This is an optimization exercise on Yosys and OpenROAD, whose aim is small area and a short achievable clock period, not a production implementation.
In this exercise RTL edits were held to simulation tests only and were not proved equivalent to the original.
Power figures rest on the tool's default switching activity, not on a simulated workload.

File: flow/run.sh
#!/bin/bash
# The standard layout, with plain buf_2 cells as the port buffers.
# The whole make output goes to standard.log in the work folder.
bash standard.sh BUFFER_PORTS_ARGS="-buffer_cell sky130_fd_sc_hd__buf_2" finish > standard.log 2>&1
File: standard.sh
#!/bin/bash
# synth_recipe.tcl (not shown) runs the flow's synth.tcl, then flattens the netlist and writes it again
# the make line also repeats each setting of config.mk as NAME=value (left out here)
make -C /OpenROAD-flow-scripts/flow DESIGN_CONFIG=/design/flow/config.mk WORK_HOME=/design/flow/orfs CLKGATE_MAP_FILE= SYNTH_SCRIPT=/design/flow/synth_recipe.tcl "${@:-finish}"
File: config.mk
export PLATFORM = sky130hd
export DESIGN_NAME = ALU
export DESIGN_NICKNAME = ALU
export VERILOG_FILES = /design/flow/design.v
export SDC_FILE = /design/flow/constraint.sdc
export NUM_CORES = 4
export LEC_CHECK = 0
export ABC_AREA = 1
export CAP_MARGIN = 20
export CORE_MARGIN = 2
export CORE_UTILIZATION = 60
export CTS_BUF_LIST = sky130_fd_sc_hd__clkbuf_8
export SLEW_MARGIN = 20
export SYNTH_HIERARCHICAL = 1
export SYNTH_MINIMUM_KEEP_SIZE = 0
File: constraint.sdc
create_clock -name core_clock -period 38.0 [get_ports {clk}]
set_input_delay 7.6000 -clock core_clock [delete_from_list [all_inputs] [get_ports {clk}]]
set_output_delay 7.6000 -clock core_clock [all_outputs]
set_load 0.01 [all_outputs]
File: design.v
module ALU(
        input               clk,
        input  logic [7:0]  number1,number2,
        input  logic [0:3]  opcode,
        output logic [15:0] resultant
    );
reg [1:0] pre_r, pre_q;
always @(*) begin
    if (number2 >= 8'd4) begin
        pre_q = 2'd0;
        pre_r = number1[7:6];
    end else begin
        case ({number2[1:0], number1[7:6]})
            4'd0: begin pre_q = 2'd3; pre_r = 2'd0; end
            4'd1: begin pre_q = 2'd3; pre_r = 2'd1; end
            4'd2: begin pre_q = 2'd3; pre_r = 2'd2; end
            4'd3: begin pre_q = 2'd3; pre_r = 2'd3; end
            4'd4: begin pre_q = 2'd0; pre_r = 2'd0; end
            4'd5: begin pre_q = 2'd1; pre_r = 2'd0; end
            4'd6: begin pre_q = 2'd2; pre_r = 2'd0; end
            4'd7: begin pre_q = 2'd3; pre_r = 2'd0; end
            4'd8: begin pre_q = 2'd0; pre_r = 2'd0; end
            4'd9: begin pre_q = 2'd0; pre_r = 2'd1; end
            4'd10: begin pre_q = 2'd1; pre_r = 2'd0; end
            4'd11: begin pre_q = 2'd1; pre_r = 2'd1; end
            4'd12: begin pre_q = 2'd0; pre_r = 2'd0; end
            4'd13: begin pre_q = 2'd0; pre_r = 2'd1; end
            4'd14: begin pre_q = 2'd0; pre_r = 2'd2; end
            4'd15: begin pre_q = 2'd1; pre_r = 2'd0; end
            default: begin pre_q = 2'd0; pre_r = 2'd0; end
        endcase
    end
end
reg [7:0] a, b;
reg [3:0] op;
reg [1:0] r_pre, q_pre;
always @(posedge clk) begin
    a  <= number1;
    b  <= number2;
    op <= opcode;
    r_pre <= pre_r;
    q_pre <= pre_q;
end
wire        sub = (op == 1);
wire [7:0]  bx = b ^ {8{sub}};
wire [8:0]  ac;
wire [8:0]  addsub;
assign ac[0] = sub;
genvar k;
generate for (k = 0; k < 8; k = k + 1) begin : add
    assign addsub[k] = a[k] ^ bx[k] ^ ac[k];
    assign ac[k+1] = (a[k] & bx[k]) | (a[k] & ac[k]) | (bx[k] & ac[k]);
end endgenerate
assign addsub[8] = ac[8];
wire [15:0] prod;
mul8 u_mul (.a(a), .b(b), .p(prod));
wire [7:0] q;
wire [7:0] rem;
wire [9:0] b3 = {2'b00, b} + {1'b0, b, 1'b0};
wire [2:0] x2 = {r_pre, a[5:5]};
wire [2:0] r2;
wire [9:0] m1_2 = {2'b00, b};
wire [3:0] d1_2 = {1'b0, x2} - {1'b0, m1_2[2:0]};
wire ge1_2 = ~d1_2[3] & (b < 9'd8);
wire [0:0] qd2 = ge1_2;
assign r2 = ge1_2 ? d1_2[2:0] : x2;
wire [3:0] x3 = {r2, a[4:4]};
wire [3:0] r3;
wire [9:0] m1_3 = {2'b00, b};
wire [4:0] d1_3 = {1'b0, x3} - {1'b0, m1_3[3:0]};
wire ge1_3 = ~d1_3[4] & (b < 9'd16);
wire [0:0] qd3 = ge1_3;
assign r3 = ge1_3 ? d1_3[3:0] : x3;
wire [4:0] x4 = {r3, a[3:3]};
wire [4:0] r4;
wire [9:0] m1_4 = {2'b00, b};
wire [5:0] d1_4 = {1'b0, x4} - {1'b0, m1_4[4:0]};
wire ge1_4 = ~d1_4[5] & (b < 9'd32);
wire [0:0] qd4 = ge1_4;
assign r4 = ge1_4 ? d1_4[4:0] : x4;
wire [5:0] x5 = {r4, a[2:2]};
wire [5:0] r5;
wire [9:0] m1_5 = {2'b00, b};
wire [6:0] d1_5 = {1'b0, x5} - {1'b0, m1_5[5:0]};
wire ge1_5 = ~d1_5[6] & (b < 9'd64);
wire [0:0] qd5 = ge1_5;
assign r5 = ge1_5 ? d1_5[5:0] : x5;
wire [6:0] x6 = {r5, a[1:1]};
wire [6:0] r6;
wire [9:0] m1_6 = {2'b00, b};
wire [7:0] d1_6 = {1'b0, x6} - {1'b0, m1_6[6:0]};
wire ge1_6 = ~d1_6[7] & (b < 9'd128);
wire [0:0] qd6 = ge1_6;
assign r6 = ge1_6 ? d1_6[6:0] : x6;
wire [7:0] x7 = {r6, a[0:0]};
wire [7:0] r7;
wire [9:0] m1_7 = {2'b00, b};
wire [8:0] d1_7 = {1'b0, x7} - {1'b0, m1_7[7:0]};
wire ge1_7 = ~d1_7[8];
wire [0:0] qd7 = ge1_7;
assign r7 = ge1_7 ? d1_7[7:0] : x7;
assign q = {q_pre, qd2, qd3, qd4, qd5, qd6, qd7};
assign rem = r7;
wire bz = (b == 8'd0);
always @(posedge clk) begin
    case (op)
        0:       resultant <= {7'd0, addsub[8], addsub[7:0]};
        1:       resultant <= {{8{~addsub[8]}}, addsub[7:0]};
        2:       resultant <= prod;
        3:       resultant <= {{8{bz}}, q};
        4:       resultant <= {8'd0, rem};
        default: resultant <= resultant;
    endcase
end
endmodule
module mul8(input [7:0] a, input [7:0] b, output [15:0] p);
wire [63:0] pp;
ppgen u_pp (.a(a), .b(b), .pp(pp));
wire s0, c0;
fa1 u_ha0 (.x(pp[6]), .y(pp[13]), .z(1'b1), .s(s0), .c(c0));
wire s1, c1;
fa1 u_fa1 (.x(pp[7]), .y(pp[14]), .z(pp[21]), .s(s1), .c(c1));
wire s2, c2;
fa1 u_ha2 (.x(pp[28]), .y(pp[35]), .z(1'b1), .s(s2), .c(c2));
wire s3, c3;
fa1 u_fa3 (.x(pp[15]), .y(pp[22]), .z(pp[29]), .s(s3), .c(c3));
wire s4, c4;
fa1 u_ha4 (.x(pp[36]), .y(pp[43]), .z(1'b1), .s(s4), .c(c4));
wire s5, c5;
fa1 u_fa5 (.x(pp[23]), .y(pp[30]), .z(pp[37]), .s(s5), .c(c5));
wire s6, c6;
fa1 u_ha6 (.x(pp[4]), .y(pp[11]), .z(1'b1), .s(s6), .c(c6));
wire s7, c7;
fa1 u_fa7 (.x(pp[5]), .y(pp[12]), .z(pp[19]), .s(s7), .c(c7));
wire s8, c8;
fa1 u_ha8 (.x(pp[26]), .y(pp[33]), .z(1'b1), .s(s8), .c(c8));
wire s9, c9;
fa1 u_fa9 (.x(pp[20]), .y(pp[27]), .z(pp[34]), .s(s9), .c(c9));
wire s10, c10;
fa1 u_fa10 (.x(pp[41]), .y(pp[48]), .z(s0), .s(s10), .c(c10));
wire s11, c11;
fa1 u_fa11 (.x(pp[42]), .y(pp[49]), .z(pp[56]), .s(s11), .c(c11));
wire s12, c12;
fa1 u_fa12 (.x(s1), .y(s2), .z(c0), .s(s12), .c(c12));
wire s13, c13;
fa1 u_fa13 (.x(pp[50]), .y(pp[57]), .z(s3), .s(s13), .c(c13));
wire s14, c14;
fa1 u_fa14 (.x(s4), .y(c1), .z(c2), .s(s14), .c(c14));
wire s15, c15;
fa1 u_fa15 (.x(pp[44]), .y(pp[51]), .z(pp[58]), .s(s15), .c(c15));
wire s16, c16;
fa1 u_fa16 (.x(s5), .y(c3), .z(c4), .s(s16), .c(c16));
wire s17, c17;
fa1 u_fa17 (.x(pp[31]), .y(pp[38]), .z(pp[45]), .s(s17), .c(c17));
wire s18, c18;
fa1 u_fa18 (.x(pp[52]), .y(pp[59]), .z(c5), .s(s18), .c(c18));
wire s19, c19;
fa1 u_fa19 (.x(pp[39]), .y(pp[46]), .z(pp[53]), .s(s19), .c(c19));
wire s20, c20;
fa1 u_ha20 (.x(pp[3]), .y(pp[10]), .z(1'b1), .s(s20), .c(c20));
wire s21, c21;
fa1 u_fa21 (.x(pp[18]), .y(pp[25]), .z(pp[32]), .s(s21), .c(c21));
wire s22, c22;
fa1 u_fa22 (.x(pp[40]), .y(s7), .z(s8), .s(s22), .c(c22));
wire s23, c23;
fa1 u_fa23 (.x(s9), .y(s10), .z(c7), .s(s23), .c(c23));
wire s24, c24;
fa1 u_fa24 (.x(s11), .y(s12), .z(c9), .s(s24), .c(c24));
wire s25, c25;
fa1 u_fa25 (.x(s13), .y(s14), .z(c11), .s(s25), .c(c25));
wire s26, c26;
fa1 u_fa26 (.x(s15), .y(s16), .z(c13), .s(s26), .c(c26));
wire s27, c27;
fa1 u_fa27 (.x(s17), .y(s18), .z(c15), .s(s27), .c(c27));
wire s28, c28;
fa1 u_fa28 (.x(pp[60]), .y(s19), .z(c17), .s(s28), .c(c28));
wire s29, c29;
fa1 u_fa29 (.x(pp[47]), .y(pp[54]), .z(pp[61]), .s(s29), .c(c29));
wire s30, c30;
fa1 u_ha30 (.x(pp[2]), .y(pp[9]), .z(1'b1), .s(s30), .c(c30));
wire s31, c31;
fa1 u_fa31 (.x(pp[17]), .y(pp[24]), .z(s20), .s(s31), .c(c31));
wire s32, c32;
fa1 u_fa32 (.x(s6), .y(s21), .z(c20), .s(s32), .c(c32));
wire s33, c33;
fa1 u_fa33 (.x(c6), .y(s22), .z(c21), .s(s33), .c(c33));
wire s34, c34;
fa1 u_fa34 (.x(c8), .y(s23), .z(c22), .s(s34), .c(c34));
wire s35, c35;
fa1 u_fa35 (.x(c10), .y(s24), .z(c23), .s(s35), .c(c35));
wire s36, c36;
fa1 u_fa36 (.x(c12), .y(s25), .z(c24), .s(s36), .c(c36));
wire s37, c37;
fa1 u_fa37 (.x(c14), .y(s26), .z(c25), .s(s37), .c(c37));
wire s38, c38;
fa1 u_fa38 (.x(c16), .y(s27), .z(c26), .s(s38), .c(c38));
wire s39, c39;
fa1 u_fa39 (.x(c18), .y(s28), .z(c27), .s(s39), .c(c39));
wire s40, c40;
fa1 u_fa40 (.x(c19), .y(s29), .z(c28), .s(s40), .c(c40));
wire s41, c41;
fa1 u_fa41 (.x(pp[55]), .y(pp[62]), .z(c29), .s(s41), .c(c41));
wire [15:0] r0 = {1'b1, pp[63], s41, s40, s39, s38, s37, s36, s35, s34, s33, s32, s31, pp[16], pp[1], pp[0]};
wire [15:0] r1 = {1'b1, c41, c40, c39, c38, c37, c36, c35, c34, c33, c32, c31, c30, s30, pp[8], 1'b1};
wire [15:0] np;
wire [16:0] cc;
assign cc[0] = 1'b1;
genvar g;
generate for (g = 0; g < 16; g = g + 1) begin : cpa
  fa1 u_fa (.x(r0[g]), .y(r1[g]), .z(cc[g]), .s(np[g]), .c(cc[g+1]));
end endgenerate
assign p = ~np;
endmodule
module ppgen(input [7:0] a, input [7:0] b, output [63:0] pp);
genvar i, j;
generate for (i = 0; i < 8; i = i + 1) begin : row
    for (j = 0; j < 8; j = j + 1) begin : col
        nand1 u_nand (.x(a[j]), .y(b[i]), .z(pp[8*i+j]));
    end
end endgenerate
endmodule
module nand1(input x, input y, output z);
assign z = ~(x & y);
endmodule
module fa1(input x, input y, input z, output s, output c);
assign s = x ^ y ^ z;
assign c = (x & y) | (x & z) | (y & z);
endmodule
module han1(input x, input y, output s, output c);
assign s = ~(x ^ y);
assign c = x | y;
endmodule
module ha1(input x, input y, output s, output c);
assign s = x ^ y;
assign c = x & y;
endmodule
==> results of run 1 <==
power by group through the flow:
stage	registers [mW]	clock network (mW)	logic, mW
floorplan	0.0539	0	0.0898
global placement	0.0542	0	0.116
detailed placement	0.0543	0	0.116
CTS	0.0533	0.0272	0.117
global route	0.0539	0.0291	0.136
finish	0.0534	0.0268	0.117
cell families after synthesis:
group / count (synthesis) / share of synthesized area (%)
buffers and inverters: 87 / 6.90
xor gates and xnor gates: 23 / 4.10
adders and majority gates: 104 / 37.3
other: 1 / 0.0763
AOI/OAI and AO/OA: 78 / 10.3
and+or+nand+nor: 251 / 21.8
DFF: 40 / 19.5
stage by stage:
| step | setup slack (ns) | hold slack, ns | utilization, % | cell area (um^2) |
|---|---|---|---|---|
| after floorplan | 29.36 | 0.570 | - | 4950 |
| after global placement | 29.14 | 0.682 | 64.9 | 5250 |
| after detailed placement | 29.12 | 0.688 | 64.9 | 5250 |
| after CTS | 29.25 | 0.705 | 65.9 | 5330 |
| after global routing | 28.29 | 0.744 | 65.9 | 5330 |
| final | 29.14 | 0.699 | 65.9 | 5330 |
how the worst max path moves through the flow:
stage / cells past startpoint / slack, ns / to
final: 48 / 29.14 / resultant[1]
after global routing: 50 / 28.29 / resultant[1]
after CTS: 46 / 29.25 / resultant[1]
after detailed placement: 5 / 29.12 / q_pre[1]
after global placement: 5 / 29.14 / q_pre[1]
after floorplan: 4 / 29.36 / q_pre[1]
layout make-up:
class                   instances  area [um^2]
well taps                     105          131
repair buffers                 37          188
clock buffers                   5         68.8
clock inverters                 3         13.8
flip-flops and latches         40          961
inverters                      84          315
fillers                       737         2760
multi-input cells             467         3650
layer usage:
layer / vias up / wire length, um
met1: 1956 / 5360
met3: 17 / 854
met4: 0 / 127
met5: - / 0
met2: 163 / 5270
li1: 1973 / -
critical path, delay by kind of cell, from the launching register on:
kind | cells | cell delay (ns)
AND/OR/NAND/NOR | 21 | 2.43
flip-flops | 1 | 0.72
adder cells (fa/ha/maj) | 6 | 2.10
AO/OA/AOI/OAI | 13 | 2.13
buffers and inverters | 8 | 1.20
Yosys cell counts (3+ instances only):
cell type  number
o21ai_0        12
xnor2_1         5
a21oi_2         5
a21oi_1        35
ha_1           33
nor2_1         27
fa_1           71
nor3_1          6
xor2_1         18
dfxtp_1        24
a221oi_1        3
o21ai_1         3
nand2_1       164
nand2_2         4
o21ai_2         5
edfxtp_1       16
inv_1          82
nand3_1        36
Yosys stat by module (local to each module, per instance), a selection:
module | times used | cells
fa1 | 58 | 1
ALU | 1 | 445
nand1 | 64 | 1
mul8 | 1 | 17
state kept, by name, summed over array words and instances, names as in the netlist:
name and cells:
r_pre 2, b 8, q_pre 2, op 4, resultant 16, a 8
==> results.json, run 1 <==
{
  "grt_max_degree": 18,
  "path_class": "reg2reg",
  "synthDistinctLibCells": 45,
  "htree_levels": 2,
  "finalHoldViolations": 0,
  "insertedDiodeCount": 0,
  "yosysWarningCount": 7,
  "ant_nets": 0,
  "io_buffers": 36,
  "max_slew.worst_pin.slew_ns": 1.01,
  "initial_utilization_pct": 60.8,
  "use_met2_pct": 43.2,
  "crit_path_end_kind": "register",
  "ys_ff_latch": 40,
  "clk_pin_slew_ns": 0.08,
  "final_common_cell": "nand2_1",
  "critPathLaunchType": "register",
  "synth.top_cell.area_share_pct": 28.9,
  "status": "finished clean",
  "vias_per_cell": 5.55,
  "final_cell_mix": "nand2_1 (164), inv_1 (82), fa_1 (71), nand3_1 (36), buf_2 (36)",
  "crit_top_cell": "nand2_1",
  "cpPeakStageDelay_ns": 0.72,
  "ioPinCount": 37,
  "worstPathRequired_ns": 38.04,
  "arrival_ns": 8.90,
  "hold_class": "reg2reg",
  "gp_congestion": 0.996,
  "maxSlewViolCount": 0,
  "met1_usage_pct": 40.4,
  "cts.sinks": 40,
  "ctsRootBufferMaster": "clkbuf_8",
  "power_density_nw_per_um2": 37.0,
  "design.core.area_um2": 8090,
  "clock_insertion_delay_worst_skew_ns": 0.29,
  "gr-usage-all-layers_pct": 27.9,
  "cts_hold_buf": 0,
  "drt-total-wl_um": 11600,
  "drt_iter0_drc": 181,
  "yosysSeqAreaShare_pct": 19.5,
  "rsz0062_at_grt": "false",
  "hp-start": "q_pre[1]",
  "synthArstFlopShare_pct": 0,
  "fin_cells": 741,
  "crit_start": "b[1]",
  "max_freq_mhz": 113,
  "r2r_start": "b[1]",
  "synth_area_per_cell_um2": 8.42,
  "grt_pass1_vias": 4069,
  "ys.flop_type": "dfxtp_1",
  "grt_pass1_wl_um": 19300,
  "setup_viol": 0,
  "use_met3_pct": 5.99,
  "r2r_cells": 48,
  "fin_crit_ns": 8.86,
  "syn2layout_area_growth_pct": 8.45,
  "max-vdd-ir-drop_mv": 0.0214,
  "clkPwrFrac_pct": 13.6,
  "hold_depth": 2,
  "netlist_area_um2": 4920,
  "slew_headroom_pct": 32.2,
  "cp_slowest_cell": "dfxtp_1",
  "ys_top_cells_by_area": "fa_1 (29%), nand2_1 (13%), dfxtp_1 (9.8%)",
  "tritoncts": "built",
  "cts_max_path_buffers": 2,
  "switching_share_pct": 44.1,
  "power_leakage_nw": 2.48,
  "die_w_um": 94.5,
  "p_sw_mw": 0.0870,
  "reg2reg_slack_ns": 29.14,
  "vias": 4109,
  "fin_total_pwr_mw": 0.197,
  "hold_end": "resultant[7]",
  "cts_resized": 0,
  "pwr-share-comb_pct": 59.4,
  "synth_cells": 584,
  "grt_overflow": 0,
  "dp_hpwl_um": 9400,
  "seqPwrFrac_pct": 27.0,
  "clock_skew_ns": 0.00630,
  "fin_crit_sh_pct": 23.3,
  "remaining_drc_errors": 0,
  "busiest_layer": "met2",
  "cts_setup_buffers": 0,
  "wl_per_cell_um": 15.7,
  "intPower_mw": 0.110,
  "row_count": 33,
  "place_inst": 733,
  "drv_cap": 0,
  "layout.nets": 760,
  "synth_edf_count": 16,
  "first_pass_iters": 5,
  "r2r_end": "resultant[1]",
  "antenna_found_initial": 0,
  "path_max_fanout": 13,
  "layout-drive-gt1-share_pct": 11.2,
  "yosys.area.top_type": "fa_1",
  "tns_ns": 0,
  "cts-buffers-inserted": 5,
  "die_area_um2": 8940,
  "die_h_um": 94.5
}
==> run 2, diff against run 1 <==
--- a/design.v
+++ b/design.v
@@ -33,25 +33,13 @@
 end
 reg [7:0] a, b;
 reg [3:0] op;
-reg [1:0] r_pre, q_pre;
+reg [1:0] r_pre;
 always @(posedge clk) begin
     a  <= number1;
     b  <= number2;
     op <= opcode;
     r_pre <= pre_r;
-    q_pre <= pre_q;
-end
-wire        sub = (op == 1);
-wire [7:0]  bx = b ^ {8{sub}};
-wire [8:0]  ac;
-wire [8:0]  addsub;
-assign ac[0] = sub;
-genvar k;
-generate for (k = 0; k < 8; k = k + 1) begin : add
-    assign addsub[k] = a[k] ^ bx[k] ^ ac[k];
-    assign ac[k+1] = (a[k] & bx[k]) | (a[k] & ac[k]) | (bx[k] & ac[k]);
-end endgenerate
-assign addsub[8] = ac[8];
+end
 wire [15:0] prod;
 mul8 u_mul (.a(a), .b(b), .p(prod));
 wire [7:0] q;
@@ -94,11 +82,36 @@
 assign r6 = ge1_6 ? d1_6[6:0] : x6;
 wire [7:0] x7 = {r6, a[0:0]};
 wire [7:0] r7;
-wire [9:0] m1_7 = {2'b00, b};
-wire [8:0] d1_7 = {1'b0, x7} - {1'b0, m1_7[7:0]};
-wire ge1_7 = ~d1_7[8];
-wire [0:0] qd7 = ge1_7;
-assign r7 = ge1_7 ? d1_7[7:0] : x7;
+wire        is_as = (op == 0) | (op == 1);
+wire        is_add = (op == 0);
+wire [7:0]  xs7 = is_as ? a : x7;
+wire [7:0]  ys7 = is_add ? b : ~b;
+wire [8:0]  addsub = {1'b0, xs7} + {1'b0, ys7} + {8'd0, ~is_add};
+wire [0:0] qd7 = addsub[8];
+assign r7 = addsub[8] ? addsub[7:0] : x7;
+reg [1:0] q_pre;
+always @(*) begin
+    if (b >= 8'd4) q_pre = 2'd0;
+    else case ({b[1:0], a[7:6]})
+        4'd0: q_pre = 2'd3;
+        4'd1: q_pre = 2'd3;
+        4'd2: q_pre = 2'd3;
+        4'd3: q_pre = 2'd3;
+        4'd4: q_pre = 2'd0;
+        4'd5: q_pre = 2'd1;
+        4'd6: q_pre = 2'd2;
+        4'd7: q_pre = 2'd3;
+        4'd8: q_pre = 2'd0;
+        4'd9: q_pre = 2'd0;
+        4'd10: q_pre = 2'd1;
+        4'd11: q_pre = 2'd1;
+        4'd12: q_pre = 2'd0;
+        4'd13: q_pre = 2'd0;
+        4'd14: q_pre = 2'd0;
+        4'd15: q_pre = 2'd1;
+        default: q_pre = 2'd0;
+    endcase
+end
 assign q = {q_pre, qd2, qd3, qd4, qd5, qd6, qd7};
 assign rem = r7;
 wire bz = (b == 8'd0);
==> run 2 against run 1 <==
  * Synthesized area fell by 1.4%
  * Critical endpoint is now resultant[8]
  * Still clean
  * Core utilization rose by 1.8 points
  * Register-to-register slack barely moved
  * Clock skew fell by 0.0013 ns
  * Combinational power barely moved
  * Critical path type unchanged
==> results.json, run 2 <==
{
  "grt_pass1_vias": 4144,
  "max_slew.worst_pin.slew_ns": 0.735,
  "synth_top_family_by_area": "adder cells",
  "vias": 4058,
  "final_common_cell": "nand2_1",
  "largest_reg_flops": 16,
  "reg_top3": "resultant (16), a (8), b (8)",
  "vias_per_cell": 5.50,
  "path_max_fanout": 13,
  "arrival_ns": 8.89,
  "yosysWarningCount": 7,
  "ioPinCount": 37,
  "setup_viol": 0,
  "synth_cells": 587,
  "synth_xor_area_share_pct": 4.70,
  "ant_nets": 0,
  "tns_ns": 0,
  "synth.top_cell.area_share_pct": 26.4,
  "antenna_found_initial": 0,
  "wl_per_cell_um": 15.5,
  "drt_iter0_drc": 229,
  "maxSlewViolCount": 0,
  "worstPathRequired_ns": 38.03,
  "multi_input_area_um2": 3540,
  "status": "finished clean",
  "hold_class": "reg2reg",
  "netlist_area_um2": 4850,
  "synthDistinctLibCells": 46,
  "cts_setup_buffers": 0,
  "critPathLaunchType": "register",
  "slew_headroom_pct": 51.0,
  "remaining_drc_errors": 0,
  "synth_edf_count": 16,
  "finalHoldViolations": 0,
  "fin_total_pwr_mw": 0.209,
  "cts.sinks": 40,
  "power_density_nw_per_um2": 39.8,
  "clock_insertion_delay_worst_skew_ns": 0.29,
  "gr-usage-all-layers_pct": 28.5,
  "htree_levels": 2,
  "path_class": "reg2reg",
  "clk_pin_slew_ns": 0.08,
  "cts_hold_buf": 0,
  "cts-buffers-inserted": 5,
  "fill_cells": 669,
  "power_leakage_nw": 2.52,
  "synth-adder-area-share_pct": 34.7,
  "ys_top_cells_by_area": "fa_1 (26%), nand2_1 (14%), dfxtp_1 (9.9%)",
  "final_cell_mix": "nand2_1 (178), inv_1 (89), fa_1 (64), nand3_1 (43), buf_2 (36)",
  "design.core.area_um2": 7770,
  "yosys.area.top_type": "fa_1",
  "ys_ff_latch": 40,
  "die_area_um2": 8810,
  "insertedDiodeCount": 0,
  "crit_path_end_kind": "register",
  "row_count": 32,
  "layout-drive-gt1-share_pct": 11.2,
  "cts_max_path_buffers": 2,
  "fin_crit_sh_pct": 23.3,
  "crit_top_cell": "nand2_1",
  "cts_resized": 0,
  "regArea_um2": 961,
  "max_freq_mhz": 113,
  "grt_pass1_wl_um": 19600,
  "cp_slowest_cell": "dfxtp_1",
  "grt_max_degree": 17,
  "initial_utilization_pct": 62.4,
  "ys.flop_type": "dfxtp_1",
  "yosysSeqAreaShare_pct": 19.8,
  "fin_crit_ns": 8.85,
  "synth_simple_gate_area_share_pct": 24.2,
  "drv_cap": 0,
  "die_h_um": 93.9,
  "ys_top_cells_by_count": "nand2_1 (178), inv_1 (89), fa_1 (64)",
  "muxShareOfSynthArea_pct": 0.697,
  "tritoncts": "built",
  "layout.nets": 752,
  "rsz0062_at_grt": "false",
  "die_w_um": 93.9,
  "drt-total-wl_um": 11400,
  "synth_compound_area_share_pct": 7.92,
  "io_buffers": 36,
  "synth_area_per_cell_um2": 8.26,
  "synthArstFlopShare_pct": 0,
  "regMostFlops": "resultant",
  "clock_skew_ns": 0.00503,
  "grt_overflow": 0,
  "first_pass_iters": 5,
  "max-vdd-ir-drop_mv": 0.0207,
  "syn2layout_area_growth_pct": 8.54,
  "gp_congestion": 0.975,
  "cpPeakStageDelay_ns": 0.72,
  "synth_most_common_cell": "nand2_1",
  "dp_hpwl_um": 9370,
  "ctsRootBufferMaster": "clkbuf_8"
}
## run 2: changes by cell type after synthesis, moves of 3 or more
| cell | previous run | this run |
|---|---|---|
| a21oi_2 | 5 | 0 |
| nor3_1 | 6 | 3 |
| xnor2_1 | 5 | 8 |
| o211ai_1 | 1 | 4 |
| nand3_1 | 36 | 43 |
| nor2_1 | 27 | 12 |
| a221oi_1 | 3 | 0 |
| or2_1 | 0 | 3 |
| a21oi_1 | 35 | 28 |
| nand2_1 | 164 | 178 |
| inv_1 | 82 | 89 |
| fa_1 | 71 | 64 |
## run 2: layer usage
layer  global-route usage (%)  share of wire [%]  vias up
li1                         -                  -     1947
met1                     39.4                 45     1924
met2                     46.1                 46      167
met3                     5.94                7.7       20
met4                     7.37                1.8        0
met5                        0                  0        -
## run 2: Yosys stat by module, one instance, submodules excluded, excerpt
module | area (um^2) | times used | cells
ALU | 3380 | 1 | 448
mul8 | 63.8 | 1 | 17
fa1 | 20.0 | 58 | 1
nand1 | 3.75 | 64 | 1
## run 2: worst paths after layout
kind            start            to  slack (ns)  depth (start not counted)
max              b[1]  resultant[8]       29.15                         46
min          register  resultant[7]        0.77                          2
max reg2reg      b[1]  resultant[8]       29.15                         46
min reg2reg  register  resultant[7]        0.77                          2
## run 2: through the flow
step,area [um^2],util (%),instances,hold WS [ns],setup slack [ns]
floorplan,4880,-,597,0.537,29.50
global placement,5150,66.3,730,0.727,29.30
detailed placement,5150,66.3,730,0.722,29.25
CTS,5260,67.7,738,0.743,29.22
global route,5260,67.7,738,0.761,28.22
finish,5260,67.7,738,0.768,29.15
## run 2: final cells by class
cell class              count  share of cell area [%]
repair buffers             36                    3.42
clock inverters             3                   0.809
flip-flops and latches     40                    18.3
well taps                 102                    2.43
inverters                  90                    6.42
clock buffers               5                    1.31
multi-input cells         462                    67.3
## run 2: worst max-delay path: cells and delay by family, from the launching register on
family          cells  cell delay (ns)
compound gates     14             1.87
fa+ha+maj           6             2.31
buf+inv             4             0.65
flops               1             0.72
simple gates       22             3.03
## run 2: power breakdown
group	internal (mW)	switching (mW)	total [mW]
sequential	0.0507	0.00449	0.0552
combinational	0.0509	0.0690	0.120
clock	0.0194	0.0148	0.0342
total	0.121	0.0882	0.209
## run 2: kinds of logic (layout without fill, tap and decap cells)
| kind of cell | count (synthesis) | after routing |
|---|---|---|
| AND/OR/NAND/NOR | 265 | 265 |
| buffers and inverters | 95 | 134 |
| other | 1 | 11 |
| multiplexers | 2 | 2 |
| AO/OA/AOI/OAI | 62 | 62 |
| flip-flops | 40 | 40 |
| adder cells (fa/ha/maj) | 96 | 96 |
| XOR/XNOR | 26 | 26 |

-- static timing again, ports no longer ideal --
How much do the figures lean on ideal ports? The routed layouts below were timed once more, with nothing changed but the port constraints.
Step 1, drivers: a clkbuf_16 drives clk and a buf_2 each remaining input, both assumed.
Step 2 also shifts input and output timing later by t, the mid clock arrival at the registers, as if the neighbouring blocks saw the same clock.
Slacks: ideal / step 1 / step 2; pairs: ideal / step 1.
| run | shift t [ns] | slack for setup (ns) | hold slack, ns |
|---|---|---|---|
| run 1 | 0.323 | 29.144 / 29.144 / 29.140 | 0.699 / 0.699 / 0.699 |
| run 2 | 0.323 | 29.149 / 29.149 / 29.149 | 0.768 / 0.768 / 0.768 |
After both steps every run listed still meets setup and hold. The setup slack of run 1, which loses most, moves by 0.000 ns with the drivers and by -0.004 ns with both steps.
